Source: an optimization exercise on an open RTL-to-GDS flow (aim: small area). Production flows keep margins and buffers that such runs may drop. The clock port is modelled as an ideal driver; clocking choices that lean on that would not hold on a real chip. Power figures rest on the tool's default switching activity, not on a simulated workload.

build 34:
## ControlUnit
module ControlUnit (
    input  wire        clk,
    input  wire [31:0] data_in,
    output wire [31:0] data_out
);
    wire rst = data_in[29];
    wire req = data_in[31];
    wire op7 = data_in[16];      
    reg         P;       
    reg         half;    
    reg  [2:0]  J;       
    reg  [2:0]  row, col;
    reg         ack;
    reg  [8:0]  R;
    reg  [19:0] X, Y;
    wire c0   = ~col[2] & ~col[1] & ~col[0];
    wire c3   = col[1] & col[0];
    wire fin  = row[2] & row[0];
    wire sqx  = fin & c0;
    wire sqy  = fin & ~col[1] & col[0];
    wire sqr  = fin & col[1] & ~col[0];
    wire run  = fin ? ~col[2] & ~c3 : (req & ~ack);
    wire step = run & (half == P);
    wire apass = step & ~P;
    wire bpass = step & P;
    wire last = (J == 3'd7);
    wire j0   = (J == 3'd0);
    wire j1   = (J == 3'd1);
    wire [1:0] sz = data_in[20:19];
    wire row_ok = ~row[2] & ~row[1] | row[1] & ~row[0] & (sz != 2'd0) |
                  row[1] & row[0] & sz[1] | row[2] & sz[1] & sz[0];
    wire col_ok = ~col[2] & ~col[1] | col[1] & ~col[0] & (sz != 2'd0) |
                  col[1] & col[0] & sz[1] | col[2] & sz[1] & sz[0];
  ...
For scale: about 410 cells after synthesis, about 65 I/O pins, ~0.0035 mm^2 of cells after synthesis.
Settings: LEC_CHECK=0, CAP_MARGIN=20, CORE_MARGIN=2, CORE_UTILIZATION=70, PLACE_DENSITY=0.85, SLEW_MARGIN=20; clock period 200.0 ns.
standard.sh (not shown) runs the stock make flow with config.mk's settings and CLKGATE_MAP_FILE= SYNTH_SCRIPT=/design/flow/synth_recipe.tcl, a recipe that flattens the netlist after the stock synthesis.
==> flow/flow/run.sh <==
#!/bin/bash
# Own layout flow: the standard ORFS flow (the standard.sh), with
#  - synthesis: ORFS's synth.tcl, only the ABC script replaced by flow/area.abc
#  - 1x port buffers, one tie cell per constant, no timing-driven placement
#    buffers, and a small clock tree without dummy loads.
set -euo pipefail
W=$(pwd)
F=$W/flow
sed 's#^source \$::env(SCRIPTS_DIR)/synth_preamble.tcl#source $::env(SCRIPTS_DIR)/synth_preamble.tcl\nlset abc_args 1 '"$F"'/area.abc#' \
    "$FLOW_HOME/scripts/synth.tcl" > "$W/own_synth.tcl"
grep -q "lset abc_args 1" "$W/own_synth.tcl"
sed 's#\$::env(SCRIPTS_DIR)/synth.tcl#'"$W"'/own_synth.tcl#' "$W/synth_recipe.tcl" > "$W/own_synth_recipe.tcl"
grep -q own_synth.tcl "$W/own_synth_recipe.tcl"
bash "$W/standard.sh" \
    SYNTH_SCRIPT="$W/own_synth_recipe.tcl" \
    BUFFER_PORTS_ARGS="-buffer_cell sky130_fd_sc_hd__buf_1" \
    SKIP_REPAIR_TIE_FANOUT=1 \
    REMOVE_ABC_BUFFERS=1 \
    GPL_TIMING_DRIVEN=0 \
    CTS_ARGS="-sink_clustering_enable -repair_clock_nets -dont_use_dummy_load -buf_list sky130_fd_sc_hd__clkbuf_4" \
    finish > "$W/own_flow.log" 2>&1
==> flow/flow/area.abc <==
strash
dch -f
amap
strash
dch -f
amap
Inputs modified between build 34 and build 33:
- PLACE_DENSITY: 0.85 -> unset
- PLACE_DENSITY_LB_ADDON: unset -> 0.1
- CORE_UTILIZATION: 70 -> 40
[summary]
- Setup slack was lower in the run labelled build 34.
- Build 33 against build 34: wire length of the first global-routing pass higher, post-route DRC violation count roughly the same, relative area of clock buffers and inverters in the final design roughly the same.
- Cmp build 33 and build 34 / per-cell routed wire length / higher: build 34
Here is what was changed in the inputs of build 51 compared with build 33.
- a change of CORE_UTILIZATION from 40 to 70
- a deleted PLACE_DENSITY_LB_ADDON that had been 0.1
- an added PLACE_DENSITY of 0.85
-- flow/flow/run.sh --
<<< build 33, line 18
    REMOVE_ABC_BUFFERS=1 \
    GPL_TIMING_DRIVEN=0 \
    CTS_ARGS="-sink_clustering_enable -repair_clock_nets -dont_use_dummy_load -buf_list sky130_fd_sc_hd__clkbuf_4" \
    finish > "$W/own_flow.log" 2>&1
>>> build 51, line 18
    REMOVE_ABC_BUFFERS=1 \
    GPL_TIMING_DRIVEN=0 \
    CTS_ARGS="-sink_clustering_enable -repair_clock_nets -dont_use_dummy_load -buf_list sky130_fd_sc_hd__clkbuf_2" \
    POST_CTS_TCL="$F/post_cts.tcl" \
    finish > "$W/own_flow.log" 2>&1
==> flow/flow/area.abc <==
strash
&get -n
&deepsyn -T 120 -S 2
&put
dch -f
amap
strash
dch -f
amap
==> flow/flow/post_cts.tcl (new file) <==
proc own_fix_clock_slew {target} {
  set sizes {sky130_fd_sc_hd__clkbuf_1 sky130_fd_sc_hd__clkbuf_2 sky130_fd_sc_hd__clkbuf_4 sky130_fd_sc_hd__clkbuf_8 sky130_fd_sc_hd__clkbuf_16}
  for {set pass 0} {$pass < 8} {incr pass} {
    estimate_parasitics -placement
    set todo {}
    foreach pin [get_pins -hierarchical */CLK] {
      if {[get_property $pin slew_max] > $target} {
        set net [get_nets -of_objects $pin]
        foreach drv [get_pins -of_objects $net -filter "direction == output"] {
          set name [get_full_name [get_cells -of_objects $drv]]
          if {[lsearch $todo $name] < 0} { lappend todo $name }
        }
      }
    }
    set changed 0
    foreach name $todo {
      set inst [get_cells $name]
      set master [get_property $inst ref_name]
      set idx [lsearch $sizes $master]
      if {$idx >= 0 && $idx < [llength $sizes] - 1} {
        puts "own_fix_clock_slew: $name $master -> [lindex $sizes [expr {$idx + 1}]]"
        replace_cell $inst [lindex $sizes [expr {$idx + 1}]]
        set changed 1
      }
    }
    if {!$changed} break
  }
  detailed_placement
  check_placement -verbose
  estimate_parasitics -placement
}
own_fix_clock_slew 0.105
==> results.txt <==
Going from build 33 to build 51, fmax grows by 0.95%. Build 51 vs. build 33: fraction of final layout cells sized beyond drive strength 1 saw a decrease, proportion of final cell area spent on non-clock buffers did not really move. In build 51 relative to build 33, power density over the cells had gone down slightly. Build 51 against build 33; critical path depth is down by more than 10%.
The following lists how build 69 was set up differently from build 51:
-- flow/flow/run.sh --
<<< build 51, line 18
    REMOVE_ABC_BUFFERS=1 \
    GPL_TIMING_DRIVEN=0 \
    CTS_ARGS="-sink_clustering_enable -repair_clock_nets -dont_use_dummy_load -buf_list sky130_fd_sc_hd__clkbuf_2" \
    POST_CTS_TCL="$F/post_cts.tcl" \
    finish > "$W/own_flow.log" 2>&1
>>> build 69, line 18
    REMOVE_ABC_BUFFERS=1 \
    GPL_TIMING_DRIVEN=0 \
    CTS_ARGS="-sink_clustering_enable -repair_clock_nets -dont_use_dummy_load -buf_list sky130_fd_sc_hd__clkbuf_4" \
    finish > "$W/own_flow.log" 2>&1
removed: flow/flow/post_cts.tcl
## What came out
Build 69 closes out successfully: all stages finished, all timing, DRC and antenna checks passed.
met3 wire length is higher on build 69
The instance area at placement in build 69 was higher than what build 51 gave.
[compare] base=build 51 new=build 69: non-clock buffer count up 2; hold slack saw a decrease.
No functional check of the RTL was part of any run of this note.

==> what the ideal ports hide <==
Ports are ideal in the flow. The routed layouts listed here were re-timed in OpenROAD.
Step 1 assumes that a clkbuf_16 drives the clock port and a buf_2 every other input.
Step 2 times the ports against the registers' clock, not the clock port: input delays grow and output delays shrink by t, the midpoint of the rising clock arrivals with the driver on.
a / b / c = no drivers / after step 1 / after step 2; a / b = the first two.
run	t (ns)	setup WS [ns]	latest minus earliest clock arrival (ns)
build 34	0.426	151.056 / 151.063 / 150.637	0.044 / 0.044
build 33	0.419	151.076 / 151.086 / 150.667	0.043 / 0.044
build 51	0.475	151.536 / 151.533 / 151.058	0.037 / 0.036
build 69	0.426	151.101 / 151.103 / 150.677	0.048 / 0.047
After both steps setup and hold are still met in every run listed. For build 51, which loses most, drivers alone change the setup slack by -0.003 ns; drivers and shift together by -0.478 ns.
